From an optimization exercise on the open Yosys and OpenROAD flow, aimed at small area, a short achievable clock period and few clock cycles per item; shortcuts taken in it are not production practice. Where RTL was checked, it was by simulation tests only, not by an equivalence proof against the original. The clock input has no modelled driver; a real chip could not lean on it and would need a root buffer or a full tree. No activity file was given, so power comes from the tool's default toggle rates.

Setup of lane 1:
// sharpening_hw
module sharpening_hw(clk, rst_n, s_axis_tdata, s_axis_tvalid, s_axis_tuser, s_axis_tlast, s_axis_tready, m_axis_tdata, m_axis_tvalid, m_axis_tuser, m_axis_tlast, m_axis_tready, hwsw_sel);
Settings: LEC_CHECK=0, ABC_CLOCK_PERIOD_IN_PS=2500, CAP_MARGIN=20, CORE_MARGIN=2, CORE_UTILIZATION=70, CTS_CLUSTER_DIAMETER=100, CTS_CLUSTER_SIZE=24, SETUP_SLACK_MARGIN=2.5, SLEW_MARGIN=20; clock period 5.0 ns.
standard.sh (not shown) runs the stock make flow with config.mk's settings and CLKGATE_MAP_FILE= SYNTH_SCRIPT=/design/flow/synth_recipe.tcl, a recipe that flattens the netlist after the stock synthesis.
==> flow/flow/run.sh <==
#!/bin/bash
# The standard layout, with the data ports grouped on one edge (io.tcl runs
# just before the I/O pins are placed).
set -euo pipefail
export PRE_IO_PLACEMENT_TCL="$PWD/flow/io.tcl"
bash standard.sh > standard.log 2>&1
==> flow/flow/io.tcl <==
# Keep the ports together in the middle of the bottom edge, so the small input
# and output logic sits next to its pins and the clock pin is as close to the
# die centre as an edge allows.
set io_names {}
foreach p [concat [all_inputs] [all_outputs]] {
  set n [get_name $p]
  if {$n ne "rst_n"} { lappend io_names $n }
}
set die_x [expr {[[[ord::get_db_block] getDieArea] xMax] / 1000.0}]
set mid [expr {$die_x / 2.0}]
set_io_pin_constraint -pin_names $io_names -region bottom:[expr {$mid - 60}]-[expr {$mid + 60}]
Input changes introduced in lane 2 (baseline for comparison: lane 1):
==> flow/run.sh (new file) <==
#!/bin/bash
# synth_recipe.tcl (not shown) runs the flow's synth.tcl, then flattens the netlist and writes it again
# the make line also repeats each setting of config.mk as NAME=value (left out here)
make -C /OpenROAD-flow-scripts/flow DESIGN_CONFIG=/design/flow/config.mk WORK_HOME=/design/flow/orfs CLKGATE_MAP_FILE= SYNTH_SCRIPT=/design/flow/synth_recipe.tcl finish
removed: flow/flow/run.sh
removed: flow/flow/io.tcl
removed: flow/standard.sh
Results
Comparing lane 2 and lane 1, the lower count of instances resized after the clock tree is built is on lane 2.
Compared with lane 1, lane 2 shows a higher critical path depth.
Half-perimeter wire length after placement of lane 2 exceeds that of lane 1 by a few percent.
Met1 routed wirelength after detailed routing, lane 2 and lane 1: larger value in lane 2
Clock-pin slew on the worst setup and hold paths of lane 1 is on par with lane 2.
Comparing lane 2 against lane 1, there is no change at all in number of synthesized flops with an enable pin.
Wire length of the first global-routing pass (lane 2 vs. lane 1) increases slightly
The number of diodes added for antenna fixing number comes out lower for lane 1 vs lane 2.
Of lane 2 and lane 1, lane 1 shows the lower global-route usage over all layers, with lane 2 above it.
Function was not checked in any run of this note: the RTL went through the layout flow alone.

---

sharpening_hw, a different RTL version from the one above (not shown whole).
Size: roughly 23000 cells after synthesis, roughly 21000 flip-flops, about 59 I/O pins.
==> flow/config.mk <==
export PLATFORM = sky130hd
export DESIGN_NAME = sharpening_hw
export DESIGN_NICKNAME = sharpening_hw
export VERILOG_FILES = /design/flow/design.v
export SDC_FILE = /design/flow/constraint.sdc
export NUM_CORES = 8
export LEC_CHECK = 0
export ABC_CLOCK_PERIOD_IN_PS = 2500
export CAP_MARGIN = 20
export CORE_MARGIN = 2
export CORE_UTILIZATION = 72
export SETUP_SLACK_MARGIN = 2.5
export SLEW_MARGIN = 20
==> flow/constraint.sdc <==
create_clock -name core_clock -period 5.0 [get_ports {clk}]
set_input_delay 1.0000 -clock core_clock [delete_from_list [all_inputs] [get_ports {clk}]]
set_output_delay 1.0000 -clock core_clock [all_outputs]
set_load 0.01 [all_outputs]
==> flow/flow/run.sh <==
#!/bin/bash
# The standard layout, with these changes:
# - the data ports grouped on one edge (io.tcl runs just before the I/O pins
#   are placed);
# - clock tree synthesis without dummy loads;
# - after clock tree synthesis, the tree's root buffer removed, so the clock
#   port drives the four first-level buffers directly (rootless.tcl). Global
#   routing then repairs timing on the changed tree as usual;
# - also after clock tree synthesis, port buffers that placement left as
#   delay cells replaced by plain buffers (portbuf.tcl), and any register
#   that placement moved far from its clock tree leaf buffer reattached to
#   the nearest one (leafsinks.tcl).
set -euo pipefail
export PRE_IO_PLACEMENT_TCL="$PWD/flow/io.tcl"
export CTS_ARGS="-sink_clustering_enable -repair_clock_nets -sink_clustering_size 28 -sink_clustering_max_diameter 60 -dont_use_dummy_load"
export POST_CTS_TCL="$PWD/flow/post_cts.tcl"
bash standard.sh > standard.log 2>&1
Other scripts of this flow, unchanged in this note and not shown: flow/flow/io.tcl, flow/flow/leafsinks.tcl, flow/flow/portbuf.tcl, flow/flow/post_cts.tcl, flow/flow/rootless.tcl
Testbench counts at the start, summed over its fixed seeds: cycles 41,008, pixels 40,960.
==> next run, changes <==
--- a/flow/flow/run.sh
+++ b/flow/flow/run.sh
@@ -4,2 +4,4 @@
 #   are placed);
+# - the m_axis_tdata output buffers and multiplexers placed at their ports
+#   before detailed placement (place_out.tcl);
 # - clock tree synthesis without dummy loads;
@@ -14,2 +16,3 @@
 export PRE_IO_PLACEMENT_TCL="$PWD/flow/io.tcl"
+export PRE_DETAIL_PLACE_TCL="$PWD/flow/place_out.tcl"
 export CTS_ARGS="-sink_clustering_enable -repair_clock_nets -sink_clustering_size 28 -sink_clustering_max_diameter 60 -dont_use_dummy_load"
==> flow/flow/place_out.tcl (new file) <==
# Put each m_axis_tdata output buffer at its port and the output multiplexer
# that drives it just above; detailed placement then legalises them. The
# ports sit together on one edge (io.tcl), so this keeps the hwsw_sel paths to
# the ports short.
proc out_driver {net} {
  foreach it [$net getITerms] {
    if {[$it isOutputSignal]} { return [$it getInst] }
  }
  return ""
}
proc pull_output_logic {} {
  set block [ord::get_db_block]
  set row_h 2720
  set moved 0
  foreach bt [$block getBTerms] {
    if {![string match "m_axis_tdata*" [$bt getName]]} continue
    set obuf [out_driver [$bt getNet]]
    if {$obuf eq ""} continue
    set mux ""
    foreach it [$obuf getITerms] {
      if {[$it isInputSignal] && [$it getNet] ne "NULL"} { set mux [out_driver [$it getNet]] }
    }
    if {$mux eq "" || ![string match "*mux2*" [[$mux getMaster] getName]]} continue
    set bb [$bt getBBox]
    set x [$bb xMin]
    set y [lindex [$obuf getLocation] 1]
    $obuf setLocation $x $y
    $mux setLocation $x [expr {$y + $row_h}]
    incr moved
  }
  puts "pull_output_logic: placed $moved output buffers and multiplexers"
}
pull_output_logic
After rerunning: The changed run finished clean. Wire length barely changes. Global-route usage hardly moves. Worst setup slack gets better by 65 ps. Hold slack gets better by 26 ps. Core utilization stays flat. Clock power stays flat. Sequential power hardly moves. Power hardly moves. Non-clock buffer count rises by 7. Die area is unchanged.
==> next run, changes <==
--- a/flow/config.mk
+++ b/flow/config.mk
@@ -11,3 +11,3 @@
 export CORE_UTILIZATION = 72
-export SETUP_SLACK_MARGIN = 2.5
+export SETUP_SLACK_MARGIN = 2.75
 export SLEW_MARGIN = 20
After rerunning:
- count of clock-buffer cells in the layout shrinks by 3
- utilization grows by 0.19 points
- worst setup slack is worse by 26 ps
- synthesized area does not change

---

Another version of the RTL of sharpening_hw (not shown whole).
Size: ~22000 cells after synthesis, about 21000 flip-flops, roughly 430000 µm² of cells after synthesis.
==> flow/design.v (excerpt) <==
module sharpening_hw(clk, rst_n, s_axis_tdata, s_axis_tvalid, s_axis_tuser, s_axis_tlast, s_axis_tready, m_axis_tdata, m_axis_tvalid, m_axis_tuser, m_axis_tlast, m_axis_tready, hwsw_sel);
    input wire clk;
    input wire rst_n;
    input wire [23:0] s_axis_tdata;
    input wire s_axis_tvalid;
    input wire s_axis_tuser;
    input wire s_axis_tlast;
    output wire s_axis_tready;
    output wire [23:0] m_axis_tdata;
    output wire m_axis_tvalid;
    output wire m_axis_tuser;
    output wire m_axis_tlast;
    input wire m_axis_tready;
    input wire hwsw_sel;
    localparam W = 1280;
    localparam L = 40;
    reg        va, vb, v3, ov, kv;
    reg [25:0] da, db, d3;           
    reg [15:0] sa, ca;
    reg [7:0]  yb;
    reg [49:0] od, kd;               
    reg [5:0]  ph;                   
    reg        started;
    reg        adv;                  
    reg        proc;                 
    wire [15:0] ls, lc;
    intensity_kernel ik0(.rgb(s_axis_tdata), .s(ls), .c(lc));
    wire [7:0] y;
    intensity_sum is0(.s(sa), .c(ca), .y(y));
    wire signed [10:0] det3;
    stencil_buf #(.W(W), .L(L)) sb0(
        .clk(clk), .rst_n(rst_n), .we(proc), .y_in(yb), .detail(det3));
    wire [23:0] sharp3;
    sharpening_kernel ek0(.rgb(d3[23:0]), .detail(det3), .sharp(sharp3));
    wire [49:0] res3 = {d3[25:24], ~sharp3, ~d3[23:0]};
    wire pop  = ov & m_axis_tready;
    wire in_o = v3 & ~kv;
    wire load_o = ~ov | pop;
    wire       kv_n = load_o ? 1'b0 : (kv | in_o);
    wire       vb_n = adv ? va : vb;
  ...
clock: 5.0 ns
lec_check: 0
abc_clock_period_in_ps: 2500
cap_margin: 20
core_margin: 2
core_utilization: 74
setup_slack_margin: 2.5
slew_margin: 20
==> flow/flow/run.sh <==
#!/bin/bash
# The standard layout, with three changes:
# - the data ports grouped on one edge (io.tcl runs just before the I/O pins
#   are placed);
# - clock tree synthesis without dummy loads;
# - after clock tree synthesis, the tree's root buffer removed, so the clock
#   port drives the four first-level buffers directly (rootless.tcl). Global
#   routing then repairs timing on the changed tree as usual.
set -euo pipefail
export PRE_IO_PLACEMENT_TCL="$PWD/flow/io.tcl"
export CTS_ARGS="-sink_clustering_enable -repair_clock_nets -sink_clustering_size 30 -sink_clustering_max_diameter 80 -dont_use_dummy_load"
export POST_CTS_TCL="$PWD/flow/rootless.tcl"
bash standard.sh > standard.log 2>&1
==> flow/flow/io.tcl <==
# Keep the ports together in the middle of the bottom edge, so the small input
# and output logic sits next to its pins and the clock pin is as close to the
# die centre as an edge allows.
set io_names {}
foreach p [concat [all_inputs] [all_outputs]] {
  set n [get_name $p]
  if {$n ne "rst_n"} { lappend io_names $n }
}
set die_x [expr {[[[ord::get_db_block] getDieArea] xMax] / 1000.0}]
set mid [expr {$die_x / 2.0}]
set_io_pin_constraint -pin_names $io_names -region bottom:[expr {$mid - 60}]-[expr {$mid + 60}]
==> flow/flow/rootless.tcl <==
proc remove_clock_root {} {
  set block [ord::get_db_block]
  set port_net [[$block findBTerm clk] getNet]
  set roots {}
  foreach it [$port_net getITerms] { lappend roots [$it getInst] }
  if {[llength $roots] != 1} { puts "ROOTLESS: port drives [llength $roots] cells, left as is"; return }
  set root [lindex $roots 0]
  set out_net ""
  foreach it [$root getITerms] {
    if {[$it isOutputSignal]} { set out_net [$it getNet] }
  }
  set loads {}
  foreach it [$out_net getITerms] {
    if {[$it getInst] ne $root} { lappend loads $it }
  }
  if {[llength $loads] > 4} { puts "ROOTLESS: root drives [llength $loads] pins, left as is"; return }
  puts "ROOTLESS: removing [$root getName] ([[$root getMaster] getName]), [llength $loads] loads move to the port"
  foreach it $loads { $it disconnect; $it connect $port_net }
  foreach it [$root getITerms] { $it disconnect }
  odb::dbInst_destroy $root
  odb::dbNet_destroy $out_net
}
remove_clock_root
Testbench counts at the start, summed over its fixed seeds: cycles 40,992, pixels 40,960.
Then changed:
==> flow/flow/run.sh (replaced) <==
#!/bin/bash
# The standard layout, with the data ports grouped on one edge (io.tcl runs
# just before the I/O pins are placed) and clock tree synthesis without
# dummy loads.
set -euo pipefail
export PRE_IO_PLACEMENT_TCL="$PWD/flow/io.tcl"
export CTS_ARGS="-sink_clustering_enable -repair_clock_nets -sink_clustering_size 30 -sink_clustering_max_diameter 80 -dont_use_dummy_load"
bash standard.sh > standard.log 2>&1
removed: flow/flow/rootless.tcl
The new run produced a clean layout.
Total power is about the same.
Routed wire length barely changes.
Sequential power is about the same.
Critical path depth fell by 8.
Global-route usage is about the same.
Die area stays the same.
Fmax fell by a few percent.
Hold slack got worse by 0.017 ns.
Register-to-register slack hardly moves.
Final cell count is about the same.

re-timing with driven ports:
How much do the figures lean on ideal ports? The routed layouts below were timed once more, with nothing changed but the port constraints. Step 1, drivers: a clkbuf_16 drives clk and a buf_2 each remaining input, both assumed. Step 2 moves the port delays by t, midway between the first and last clock arrival at a register: inputs arrive t later, outputs are due t later. That takes back most of the time a late clock gives input paths. a / b / c = ideal / step 1 / step 2; a / b = the first two.
run | shift t [ns] | setup WS [ns] | worst setup path at the end | slew at the worst register clock pin (ns) | worst slew at a driven data input, ns
lane 1 | 1.199 | 1.999 / 1.910 / 1.318 | input to register | 0.10 / 0.10 | 0.11
lane 2 | 1.253 | 1.856 / 1.814 / 1.304 | input to register | 0.11 / 0.11 | 0.10
the first run of note 2 | 1.012 | 2.291 / 2.169 / 1.889 | input, reset recovery | 0.11 / 0.11 | 0.19
the second run of note 2 | 1.028 | 2.357 / 2.208 / 1.835 | input, reset recovery | 0.11 / 0.11 | 0.20
the third run of note 2 | 1.012 | 2.331 / 2.206 / 2.046 | input, reset recovery | 0.11 / 0.11 | 0.17
the first run of note 3 | 1.014 | 2.100 / 2.080 / 1.181 | input to register | 0.12 / 0.12 | 0.39
the second run of note 3 | 1.145 | 2.027 / 1.940 / 1.242 | input to register | 0.12 / 0.12 | 0.21
After both steps every run listed still meets setup and hold. The setup slack of the first run of note 3, which loses most, moves by -0.020 ns with the drivers and by -0.919 ns with both steps. Setup slack includes reset recovery checks.
